This design comes from an exercise in tuning for small area, a short achievable clock period and few clock cycles on the open sky130 flow, not from production work.
In this exercise RTL edits were held to simulation tests only and were not proved equivalent to the original.
No activity file was given, so power comes from the tool's default toggle rates.

## flow/design.v (module list and top-level ports; edited modules follow where they fit)
// module conv_acc: 1332 lines
// module csa_fa: 4 lines
module conv_acc(
    input         clk,
    input         rst_n,
    input         in_valid,
    input  [31:0] in_data,
    output        in_ready,
    output        out_valid,
    output [19:0] out_data
);
  // ...
==> flow/flow/run.sh <==
#!/bin/bash
set -euo pipefail
export SETUP_SLACK_MARGIN=5.8
bash standard.sh > standard.log 2>&1
==> flow/standard.sh <==
#!/bin/bash
# synth_recipe.tcl (not shown) runs the flow's synth.tcl, then flattens the netlist and writes it again
# the make line also repeats each setting of config.mk as NAME=value (left out here)
make -C /OpenROAD-flow-scripts/flow DESIGN_CONFIG=/design/flow/config.mk WORK_HOME=/design/flow/orfs CLKGATE_MAP_FILE= SYNTH_SCRIPT=/design/flow/synth_recipe.tcl "${@:-finish}"
==> flow/config.mk <==
export PLATFORM = sky130hd
export DESIGN_NAME = conv_acc
export DESIGN_NICKNAME = conv_acc
export VERILOG_FILES = /design/flow/design.v
export SDC_FILE = /design/flow/constraint.sdc
export NUM_CORES = 4
export LEC_CHECK = 0
export ABC_AREA = 1
export CAP_MARGIN = 20
export CORE_MARGIN = 2
export CORE_UTILIZATION = 65
export CTS_CLUSTER_DIAMETER = 100
export CTS_CLUSTER_SIZE = 30
export PLACE_DENSITY = 0.72
export SLEW_MARGIN = 20
export SYNTH_HIERARCHICAL = 1
export SYNTH_MINIMUM_KEEP_SIZE = 0
==> flow/constraint.sdc <==
create_clock -name core_clock -period 9.0 [get_ports {clk}]
set_input_delay 1.8000 -clock core_clock [delete_from_list [all_inputs] [get_ports {clk}]]
set_output_delay 1.8000 -clock core_clock [all_outputs]
set_load 0.01 [all_outputs]
==> flow_summary_export.csv, run 1 <==
group,metric,value,unit
status,status,"timing/DRC/antenna clean",
worst_hold_path,worstHoldPathCells,0,
power_and_ir_drop,p_switching,5.790,mW
cells_and_area,fin_area,38360,um^2
power_and_ir_drop,internal_power,8.074,mW
place,gp_congestion,1.043,
cells_and_area,multi_input_area_share,40.86,%
yosys,synthSimpleGateAreaFrac,15.66,%
flow_run,maxCapViolCount,0,
worst_hold_path,hold_class,"flop to flop",
timing,fin_crit,3.258,ns
yosys,ys_ff_latch,818,
floorplan,die_h,234.8,um
yosys,synth_top_cell_by_area,"dfxtp_1",
setup_path,r2r-start,"k3[0]",
timing,finalClockSkew,0.04042,ns
setup_path,path_cells,"nand2_2 -> nor2_2 -> clkinv_2 -> o211ai_1 -> fa_1 -> fa_2 -> fa_1 -> fa_1",
yosys,synth_most_common_cell,"nand2_1",
setup_path,worst_r2r_endpoint,"r1[28]",
global_route,grt_pass1_wl,157.0,mm
cells_and_area,most-common-layout-cells,"nand2_1 (857), dfxtp_1 (583), fa_1 (309)",
global_route,gr-usage-met1,46.35,%
cells_and_area,fill_cells,3515,
floorplan,boundaryPins,57,
cells_and_area,seq_share,48.16,%
Testbench counts, summed over its fixed seeds: cycles 19,296.
==> inputs of run 2 (changes only) <==
--- a/flow/config.mk
+++ b/flow/config.mk
@@ -10,5 +10,5 @@
 export CORE_MARGIN = 2
 export CORE_UTILIZATION = 65
-export CTS_CLUSTER_DIAMETER = 100
+export CTS_CLUSTER_DIAMETER = 60
 export CTS_CLUSTER_SIZE = 30
 export PLACE_DENSITY = 0.72
==> flow_summary_export.csv, run 2 <==
group,metric,value,unit
status,status,"timing/DRC/antenna clean",
cells_and_area,final_net_count,3748,
setup_path,start_kind,"flop",
global_route,grt_pass1_vias,24840,
yosys,synth_commonest_cells,"nand2_1 (876), dfxtp_1 (595), fa_1 (334)",
setup_path,path_depth,9,
setup_path,worstSetupEndpointType,"flop",
setup_path,cp_max_fo,6,
yosys,yosys-top-cells-area,"dfxtp_1 (34%), fa_1 (19%), edfxtp_1 (16%)",
cells_and_area,layout-area-overhead-vs-synth,13.30,%
clock_tree,clockBufferDepth,3,
timing,setup_viol,0,
timing,tightest_slew,1.189,ns
yosys,synth_area,34610,um^2
timing,finalSetupTns,0,ns
timing,relSlewSlack,20.64,%
timing,hold_viol_final,0,
setup_path,arrival,3.66,ns
clock_tree,clock_latency,0.66,ns
power_and_ir_drop,ir_worst_vdd,0.3323,mV
global_route,antenna_found_initial,11,
timing,finalClockSkew,0.04964,ns
yosys,synthCells,3153,
detailed_routing,drcViolationCount,0,
floorplan,die_w,234.8,um
detailed_routing,wl_per_cell,27.35,um
floorplan,fp.coreArea,52660,um^2
floorplan,design.die.area,55110,um^2
setup_path,rr_worst_depth,9,
setup_path,max_stage_delay,0.59,ns
yosys,synth_most_common_cell,"nand2_1",
setup_path,r2r_slack,5.72,ns
clock_tree,numCtsBuffers,48,
setup_path,path_delay_family,"adder cells",
yosys,ys_async_sr_fraction,4.156,%
detailed_routing,wirelength,110.2,mm
yosys,synth_top_area_share,34.41,%
yosys,yosysUniqueCellTypes,44,
setup_path,path_cells,"nand2_2 -> nor2_2 -> clkinv_2 -> buf_4 -> o211ai_1 -> ha_1 -> fa_2 -> fa_2 -> fa_1",
clock_tree,cts_hold_buffers,0,
detailed_routing,drtIter0Drc,3195,
global_route,grt_max_degree,67,
timing,grt_setup_unrepaired,"yes",
cells_and_area,fill_cells,3335,
detailed_routing,ant_nets,0,
yosys,synth_edf_count,189,
clock_tree,cts.clk_slew.worst_paths,0.11,ns
yosys,ys_seq_area_share,53.28,%
clock_tree,cts.sinks,818,
yosys,avgSynthCellArea,10.98,um^2
clock_tree,h-tree-depth,2,
detailed_routing,num_vias,24800,
cells_and_area,top_regs,"rx (224), ry (224), o (71)",
timing,layout_setup_ws,5.723,ns
cells_and_area,fin_cells,4028,
power_and_ir_drop,power.leakage,16.65,nW
worst_hold_path,worstHoldStart,"rx[12][4]",
yosys,synth_ff_type,"dfxtp_1",
setup_path,crit_path_end,"r1[27]",
yosys,synth_top_cell_by_area,"dfxtp_1",
clock_tree,root_buffer,"clkbuf_16",
setup_path,timing.critical_path.mode_cell,"fa_2",
floorplan,boundaryPins,57,
setup_path,worstSetupPathType,"flop to flop",
place,post-place-ws,5.250,ns
place,dp_hpwl,76.84,mm
timing,fin_crit_sh,36.41,%
setup_path,crit_slowest_cell,"edfxtp_1",
setup_path,worst_r2r_endpoint,"r1[27]",
timing,fin_crit,3.277,ns
place,port_buffers,56,
power_and_ir_drop,power_density,369.7,nW/um^2
cells_and_area,most-common-layout-cells,"nand2_1 (849), dfxtp_1 (583), fa_1 (311)",
global_route,grtUsageTotal,39.88,%
global_route,grt_pass1_wl,159.1,mm
floorplan,start_util,65.74,%
detailed_routing,routed_via_density,6.156,
setup_path,crit_path_start,"k3[0]",
clock_tree,cts_tree,"done",
place,gp_congestion,1.043,
setup_path,path_buf_inv,2,
setup_path,r2r-start,"k3[0]",
timing,fmax,0.3051,GHz
place,numPlacedInstances,3850,
cells_and_area,layout_commonest_cell,"nand2_1",
setup_path,cp.required,9.38,ns
flow_run,maxCapViolCount,0,
yosys,ys_ff_latch,818,
yosys,ys_warn_count,9,
timing,drv_slew,0,
worst_hold_path,hold_class,"flop to flop",
global_route,grt-ovfl-total,0,
floorplan,die_h,234.8,um
cells_and_area,final_layout_size_suffix_gt1_share,11.94,%
floorplan,fp-row-count,84,
detailed_routing,drt_pre_antenna_iters,9,
power_and_ir_drop,fin_total_pwr,14.50,mW
-- run 2: changes by cell type in the layout (fill, tap and decap cells not counted), sizes merged --
cell | previous run | this run
inv | 166 | 178
diode | 8 | 6
clkinv | 16 | 20
buf | 107 | 120
clkbuf | 49 | 57
clkinvlp | 11 | 12
-- run 2: metal layers --
metal,up-vias,track usage [%],part of all wire [%]
li1,10480,-,-
met1,11860,47.09,33
met2,1822,62.40,45
met3,623,11.30,12
met4,8,30.05,9.9
met5,-,0,0.049
-- run 2: stage by stage --
stage / cell area, um^2 / util (%) / hold slack (ns)
detailed placement: 35970 / 68.32 / 0.3121
CTS: 38350 / 72.83 / 0.3046
global placement: 35970 / 68.32 / 0.3095
global route: 39210 / 74.47 / 0.3032
finish: 39220 / 74.48 / 0.3122
floorplan: 34650 / - / 0.3096
-- run 2: worst register-to-register path: cells and delay by family, from the launching register on --
kind | cells | cell delay, ns
buf+inv | 2 | 0.26
fa+ha+maj | 4 | 1.71
flops | 1 | 0.59
compound gates | 1 | 0.17
simple gates | 2 | 0.29
-- run 2: cells by family after synthesis --
| family | Yosys count | share of synthesized area, % |
|---|---|---|
| AOI/OAI and AO/OA | 265 | 4.822 |
| xor gates and xnor gates | 35 | 0.8856 |
| adders and majority gates | 416 | 22.28 |
| buffers and inverters | 274 | 3.036 |
| DFF | 818 | 53.27 |
| muxes | 1 | 0.02892 |
| other | 1 | 0.01083 |
| and+or+nand+nor | 1343 | 15.66 |
-- run 2: power breakdown --
group          leakage [nW]  internal [mW]  total [mW]  switching (mW)
Clock                 0.873           1.16        2.63            1.47
Combinational          8.69           2.35        6.30            3.95
Sequential             7.08           4.91        5.57           0.661
Total                  16.6           8.42        14.5            6.08
-- run 2: how the worst min path moves through the flow --
stage | to | slack (ns) | depth (start not counted)
after floorplan | rx[10][0] | 0.31 | 0
after CTS | rx[13][4] | 0.30 | 0
after global routing | rx[13][4] | 0.30 | 0
after detailed placement | rx[21][1] | 0.31 | 0
after global placement | ry[20][0] | 0.31 | 0
final | rx[13][4] | 0.31 | 0
-- run 2: layout make-up --
type                    count  area (um^2)  area share (%)
repair buffers            176         1503           3.832
inverters                 181        730.7           1.863
clock buffers              57         1235           3.149
flip-flops and latches    818        18480           47.11
diodes                      6        15.01         0.03828
clock inverters            30        624.3           1.592
multi-input cells        2072        15770           40.22
well taps                 688        860.8           2.195
-- run 2: what timing repair did --
action,CTS,global route
pin swaps,14,70
gates resized for setup,140,117
endpoints found under the setup margin,83,55
setup buffers,26,59
-- run 2: Yosys stat by module (local to each module, per instance) --
module / flip-flops and latches / cells / area (um^2)
conv_acc: 818 / 2823 / 28010
csa_fa: 0 / 1 / 20.02
==> inputs of run 3 (changes only) <==
==> flow/flow/run.sh (replaced) <==
#!/bin/bash
set -euo pipefail
export SETUP_SLACK_MARGIN=6.1
bash standard.sh > standard.log 2>&1
--- a/flow/config.mk
+++ b/flow/config.mk
@@ -10,5 +10,5 @@
 export CORE_MARGIN = 2
 export CORE_UTILIZATION = 65
-export CTS_CLUSTER_DIAMETER = 60
+export CTS_CLUSTER_DIAMETER = 100
 export CTS_CLUSTER_SIZE = 30
 export PLACE_DENSITY = 0.72
==> flow_summary_export.csv, run 3 <==
group,metric,value,unit
clock_tree,cts.clk_slew.worst_paths,0.11,ns
floorplan,die_h,234.8,um
setup_path,worstSetupEndpointType,"flop",
worst_hold_path,worstHoldPathCells,0,
power_and_ir_drop,fin_total_pwr,14.16,mW
yosys,synth_area,34610,um^2
clock_tree,clock_latency,0.62,ns
place,numPlacedInstances,3843,
worst_hold_path,hold_class,"flop to flop",
yosys,ys_async_sr_fraction,4.156,%
timing,grt_setup_unrepaired,"yes",
detailed_routing,num_vias,24850,
yosys,synth_edf_count,189,
power_and_ir_drop,ir_worst_vdd,0.2752,mV
clock_tree,cts_hold_buffers,0,
timing,drv_slew,0,
global_route,antenna_found_initial,3,
setup_path,cp.required,9.54,ns
floorplan,fp-row-count,84,
clock_tree,cts.sinks,818,
place,gp_congestion,1.021,
place,port_buffers,56,
detailed_routing,wirelength,109.5,mm
clock_tree,numCtsBuffers,34,
cells_and_area,fill_cells,3352,
power_and_ir_drop,power_density,359.3,nW/um^2
detailed_routing,wl_per_cell,27.24,um
timing,setup_viol,0,
floorplan,design.die.area,55110,um^2
setup_path,worstSetupPathType,"flop to flop",
cells_and_area,layout_commonest_cell,"nand2_1",
setup_path,crit_slowest_cell,"fa_2",
floorplan,die_w,234.8,um
detailed_routing,ant_nets,0,
yosys,ys_ff_latch,818,
clock_tree,clockBufferDepth,3,
yosys,synth_top_cell_by_area,"dfxtp_1",
global_route,grt_max_degree,82,
detailed_routing,routed_via_density,6.184,
timing,fmax,0.3024,GHz
global_route,grtUsageTotal,39.65,%
setup_path,max_stage_delay,0.61,ns
global_route,grt_pass1_vias,25540,
floorplan,boundaryPins,57,
global_route,busiest_layer,"met2",
place,dpl-instance-area,36280,um^2
floorplan,start_util,65.74,%
setup_path,path_buf_inv,1,
timing,fin_crit_sh,36.74,%
cells_and_area,fin_cells,4019,
status,status,"timing/DRC/antenna clean",
timing,relSlewSlack,25.75,%
setup_path,timing.critical_path.mode_cell,"fa_2",
clock_tree,root_buffer,"clkbuf_16",
timing,tightest_slew,1.114,ns
yosys,avgSynthCellArea,10.98,um^2
place,dp_hpwl,75.95,mm
global_route,gr-usage-met1,46.94,%
clock_tree,h-tree-depth,2,
setup_path,start_kind,"flop",
global_route,grt_use_met2,63.48,%
yosys,synth_ff_type,"dfxtp_1",
yosys,ys_warn_count,9,
timing,fin_crit,3.307,ns
timing,finalClockSkew,0.04391,ns
setup_path,rr_worst_depth,8,
global_route,grt_pass1_wl,160.0,mm
timing,hold-worst-slack,0.3254,ns
yosys,synth_top_area_share,34.41,%
yosys,yosysUniqueCellTypes,44,
yosys,synth_commonest_cells,"nand2_1 (876), dfxtp_1 (595), fa_1 (334)",
detailed_routing,drtIter0Drc,3023,
setup_path,path_cells,"buf_6 -> nor2_4 -> nand2_2 -> nand3_4 -> fa_2 -> fa_2 -> fa_2 -> fa_2",
setup_path,path_delay_family,"adder cells",
yosys,ys_seq_area_share,53.28,%
flow_run,maxCapViolCount,0,
cells_and_area,most-common-layout-cells,"nand2_1 (832), dfxtp_1 (571), fa_1 (244)",
detailed_routing,drt_pre_antenna_iters,6,
setup_path,cp_max_fo,5,
detailed_routing,drcViolationCount,0,
setup_path,arrival,3.85,ns
cells_and_area,fin_area,39410,um^2
floorplan,fp.coreArea,52660,um^2
setup_path,path_depth,8,
cells_and_area,final_net_count,3758,
cells_and_area,layout-area-overhead-vs-synth,13.86,%
yosys,yosys-top-cells-area,"dfxtp_1 (34%), fa_1 (19%), edfxtp_1 (16%)",
power_and_ir_drop,power.leakage,16.54,nW
global_route,grt_use_met3,9.586,%
clock_tree,cts_tree,"done",
timing,hold_viol_final,0,
global_route,grt-ovfl-total,0,
cells_and_area,top_regs,"rx (224), ry (224), o (71)",
yosys,synthCells,3153,
yosys,synth_most_common_cell,"nand2_1",
timing,finalSetupTns,0,ns
cells_and_area,final_layout_size_suffix_gt1_share,17.69,%
run 3: cell counts after synthesis:
Identical to the previous run, type by type.
run 3: power by group:
group | switching (mW) | internal [mW]
combinational | 4.12 | 2.55
clock | 1.16 | 0.755
sequential | 0.658 | 4.92
total | 5.93 | 8.23
run 3: cell families (layout without fill, tap and decap cells):
family                   Yosys count  in the layout  share of synthesized area (%)
AND/OR/NAND/NOR                 1343           1343                          15.66
flip-flops                       818            818                          53.27
adder cells (fa/ha/maj)          416            416                          22.28
buffers and inverters            274            439                          3.036
AO/OA/AOI/OAI                    265            265                          4.822
XOR/XNOR                          35             35                         0.8856
other                              1             14                        0.01083
multiplexers                       1              1                        0.02892
run 3: repair_timing:
item                                    CTS  global route
cloned                                    0             1
gates resized for setup                 297           165
pin swaps                                92           113
endpoints found under the setup margin  143            99
setup buffers                            78            37
run 3: final timing paths:
check                       endpoint      start  slack [ns]
min in group asynchronous     col[4]      rst_n        1.60
max in group asynchronous         v2      rst_n        7.04
min                        ry[21][1]  ry[20][1]        0.33
min reg2reg                ry[21][1]  ry[20][1]        0.33
max reg2reg                    o[69]      k2[2]        5.69
max                            o[69]      k2[2]        5.69
run 3: stage by stage:
step	worst slack [ns]	util, %
finish	5.693	74.85
global route	5.687	74.84
detailed placement	5.261	68.90
global placement	5.329	68.90
floorplan	5.970	-
CTS	5.832	73.12
run 3: layer usage:
metal / wire (um) / share of wire (%)
met3: 11680 / 11
met5: 0 / 0
met4: 10140 / 9.3
met2: 50780 / 46
met1: 36870 / 34
run 3: final cells by class:
type                       instances  area, um^2  area share, %
antenna                            2       5.005        0.01270
clock buffer                      48       903.4          2.292
tap                              688       860.8          2.184
inverter                         181       762.0          1.933
clock inverter                    10       138.9         0.3524
multi-input combinational       2072       16560          42.02
sequential                       818       18500          46.95
timing repair buffer             200        1678          4.257
run 3: per-module statistics from Yosys, one instance, submodules excluded:
module    flops+latches  area, um^2
csa_fa                0       20.02
conv_acc            818       28010
==> inputs of run 4 (changes only) <==
==> flow/flow/run.sh (replaced) <==
#!/bin/bash
set -euo pipefail
export SETUP_SLACK_MARGIN=5.8
bash standard.sh > standard.log 2>&1
--- a/flow/config.mk
+++ b/flow/config.mk
@@ -11,5 +11,5 @@
 export CORE_UTILIZATION = 65
 export CTS_CLUSTER_DIAMETER = 100
-export CTS_CLUSTER_SIZE = 30
+export CTS_CLUSTER_SIZE = 24
 export PLACE_DENSITY = 0.72
 export SLEW_MARGIN = 20
==> flow_summary_export.csv, run 4 <==
group,metric,value,unit
setup_path,worst_r2r_endpoint,"r1[30]",
timing,fmax,0.2978,GHz
setup_path,worstSetupEndpointType,"flop",
yosys,synth_most_common_cell,"nand2_1",
yosys,synth_commonest_cells,"nand2_1 (876), dfxtp_1 (595), fa_1 (334)",
timing,hold_viol_final,0,
floorplan,die_h,234.8,um
clock_tree,cts.sinks,818,
clock_tree,cts_tree,"done",
global_route,grt_pass1_vias,24860,
setup_path,crit_path_start,"k0[6]",
yosys,synth_ff_type,"dfxtp_1",
global_route,grt-ovfl-total,0,
setup_path,r2r-start,"k0[6]",
yosys,synth_top_area_share,34.41,%
setup_path,crit_path_end,"r1[30]",
global_route,grt_pass1_wl,158.7,mm
yosys,synth_area,34610,um^2
flow_run,maxCapViolCount,0,
yosys,ys_ff_latch,818,
cells_and_area,fin_cells,4018,
timing,relSlewSlack,22.48,%
detailed_routing,wirelength,109.5,mm
setup_path,rr_worst_depth,9,
power_and_ir_drop,power.leakage,16.39,nW
clock_tree,h-tree-depth,2,
setup_path,cp_max_fo,7,
clock_tree,root_buffer,"clkbuf_16",
power_and_ir_drop,p_switching,5.797,mW
yosys,ys_seq_area_share,53.28,%
place,numPlacedInstances,3850,
power_and_ir_drop,ir_worst_vdd,0.3264,mV
clock_tree,cts.clk_slew.worst_paths,0.10,ns
detailed_routing,drcViolationCount,0,
cells_and_area,most-common-layout-cells,"nand2_1 (852), dfxtp_1 (582), fa_1 (306)",
timing,finalClockSkew,0.02867,ns
setup_path,arrival,3.75,ns
timing,setup_viol,0,
place,port_buffers,56,
cells_and_area,layout_commonest_cell,"nand2_1",
global_route,antenna_found_initial,14,
timing,fin_crit,3.358,ns
place,gp_congestion,1.043,
power_and_ir_drop,p_seq_share,39.9,%
cells_and_area,final_net_count,3746,
timing,finalSetupTns,0,ns
power_and_ir_drop,power_density,360.7,nW/um^2
setup_path,cp.required,9.39,ns
floorplan,boundaryPins,57,
clock_tree,clockBufferDepth,3,
yosys,synth_top_cell_by_area,"dfxtp_1",
setup_path,worstSetupPathType,"flop to flop",
floorplan,start_util,65.74,%
cells_and_area,top_regs,"rx (224), ry (224), o (71)",
place,post-place-ws,5.250,ns
floorplan,fp.coreArea,52660,um^2
global_route,grt_max_degree,67,
yosys,synth_edf_count,189,
power_and_ir_drop,swShare,41.58,%
floorplan,design.die.area,55110,um^2
floorplan,fp-row-count,84,
power_and_ir_drop,internal_power,8.144,mW
status,status,"timing/DRC/antenna clean",
timing,hold-worst-slack,0.3174,ns
detailed_routing,drt_pre_antenna_iters,9,
power_and_ir_drop,clock_power_share,15.0,%
detailed_routing,drtIter0Drc,3143,
worst_hold_path,hold_class,"flop to flop",
yosys,ys_async_sr_fraction,4.156,%
yosys,synthCells,3153,
cells_and_area,layout-area-overhead-vs-synth,11.66,%
timing,layout_setup_ws,5.642,ns
yosys,ys_warn_count,9,
setup_path,r2r_slack,5.64,ns
detailed_routing,wl_per_cell,27.26,um
timing,grt_setup_unrepaired,"yes",
detailed_routing,num_vias,24860,
clock_tree,numCtsBuffers,41,
global_route,grtUsageTotal,39.83,%
clock_tree,clock_latency,0.64,ns
floorplan,die_w,234.8,um
timing,tightest_slew,1.161,ns
detailed_routing,routed_via_density,6.187,
yosys,yosys-top-cells-area,"dfxtp_1 (34%), fa_1 (19%), edfxtp_1 (16%)",
setup_path,start_kind,"flop",
power_and_ir_drop,comb_power_share,45.1,%
detailed_routing,ant_nets,0,
cells_and_area,final_layout_size_suffix_gt1_share,11.13,%
timing,fin_crit_sh,37.31,%
yosys,avgSynthCellArea,10.98,um^2
yosys,yosysUniqueCellTypes,44,
place,dp_hpwl,76.84,mm
timing,drv_slew,0,
[run 4: metal layers]
| metal | wire length, um | up-vias | GRT usage (%) |
|---|---|---|---|
| li1 | - | 10470 | - |
| met1 | 35890 | 11880 | 46.93 |
| met2 | 49970 | 1924 | 62.48 |
| met3 | 13530 | 579 | 11.71 |
| met4 | 10060 | 10 | 29.17 |
| met5 | 93 | - | 0 |
[run 4: worst min-delay path by stage]
stage | from | endpoint | slack (ns) | depth (start not counted)
after global placement | ry[19][0] | ry[20][0] | 0.31 | 0
after global routing | rx[25][3] | rx[26][3] | 0.33 | 0
final | ry[14][0] | ry[15][0] | 0.32 | 0
after floorplan | rx[9][0] | rx[10][0] | 0.31 | 0
after detailed placement | rx[20][1] | rx[21][1] | 0.31 | 0
after CTS | rx[20][4] | rx[21][4] | 0.33 | 0
[run 4: cell type report]
class	instances	area [um^2]
Inverter	181	732.0
Fill cell	3454	14010
Sequential cell	818	18470
Clock buffer	63	1109
Multi-Input combinational cell	2072	15780
Antenna cell	7	17.52
Timing Repair Buffer	181	1555
Tap cell	688	860.8
Clock inverter	8	122.6
[run 4: through the flow]
| step | utilization (%) | power [mW] | cell area (um^2) |
|---|---|---|---|
| floorplan | - | 9.234 | 34650 |
| global placement | 68.32 | 11.29 | 35970 |
| detailed placement | 68.32 | 11.59 | 35970 |
| CTS | 71.50 | 13.69 | 37650 |
| global route | 73.38 | 14.71 | 38640 |
| finish | 73.40 | 13.94 | 38650 |
[run 4: timing repair]
action | in CTS | in global routing
setup endpoints to repair | 87 | 58
setup buffers | 21 | 69
resized for setup | 131 | 125
pin swaps | 11 | 69
hold buffers | 0 | 0
[run 4: Yosys stat by module (local to each module, per instance)]
| module | area, um^2 | flip-flops and latches |
|---|---|---|
| conv_acc | 28010 | 818 |
| csa_fa | 20.02 | 0 |
[run 4: power groups by stage]
stage	Combinational, mW	Clock [mW]	Sequential (mW)
after floorplan	3.94	0	5.30
after global placement	5.77	0	5.52
final	6.29	2.08	5.57
after global routing	6.85	2.23	5.63
after detailed placement	6.00	0	5.59
after CTS	6.05	2.10	5.54
[run 4: cell families after synthesis]
group,Yosys count,share of synthesized area (%)
compound gates,265,4.822
other cells,1,0.01083
mux,1,0.02892
flops,818,53.27
buf+inv,274,3.036
simple gates,1343,15.66
fa+ha+maj,416,22.28
xor+xnor,35,0.8856
[run 4: critical path, stage by stage (launching register included)]
cell	delay, ns
edfxtp_1	0.44
nand2_2	0.13
nor2_4	0.07
buf_4	0.14
nand2_1	0.05
nand3_1	0.30
fa_1	0.54
fa_1	0.45
fa_1	0.48
fa_1	0.51

static timing again, ports no longer ideal:
How much do the figures lean on ideal ports? The routed layouts below were timed once more, with nothing changed but the port constraints.
Step 1 sets driving cells, clkbuf_16 on the clock port and buf_2 on the other inputs (assumed; they add their load-dependent delay and slew).
Step 2 moves the port delays by t, midway between the first and last clock arrival at a register: inputs arrive t later, outputs are due t later. That takes back most of the time a late clock gives input paths.
Three values: no drivers, after step 1, after step 2; two values: the first two.
run	t (ns)	slack for setup (ns)	worst slew at a driven data input, ns
run 1	0.671	5.742 / 5.742 / 5.369	0.04
run 2	0.700	5.723 / 5.723 / 5.383	0.04
run 3	0.669	5.693 / 5.693 / 5.606	0.05
run 4	0.696	5.642 / 5.642 / 5.386	0.05
After both steps setup and hold are still met in every run listed. For run 1, which loses most, drivers alone change the setup slack by 0.000 ns; drivers and shift together by -0.373 ns.
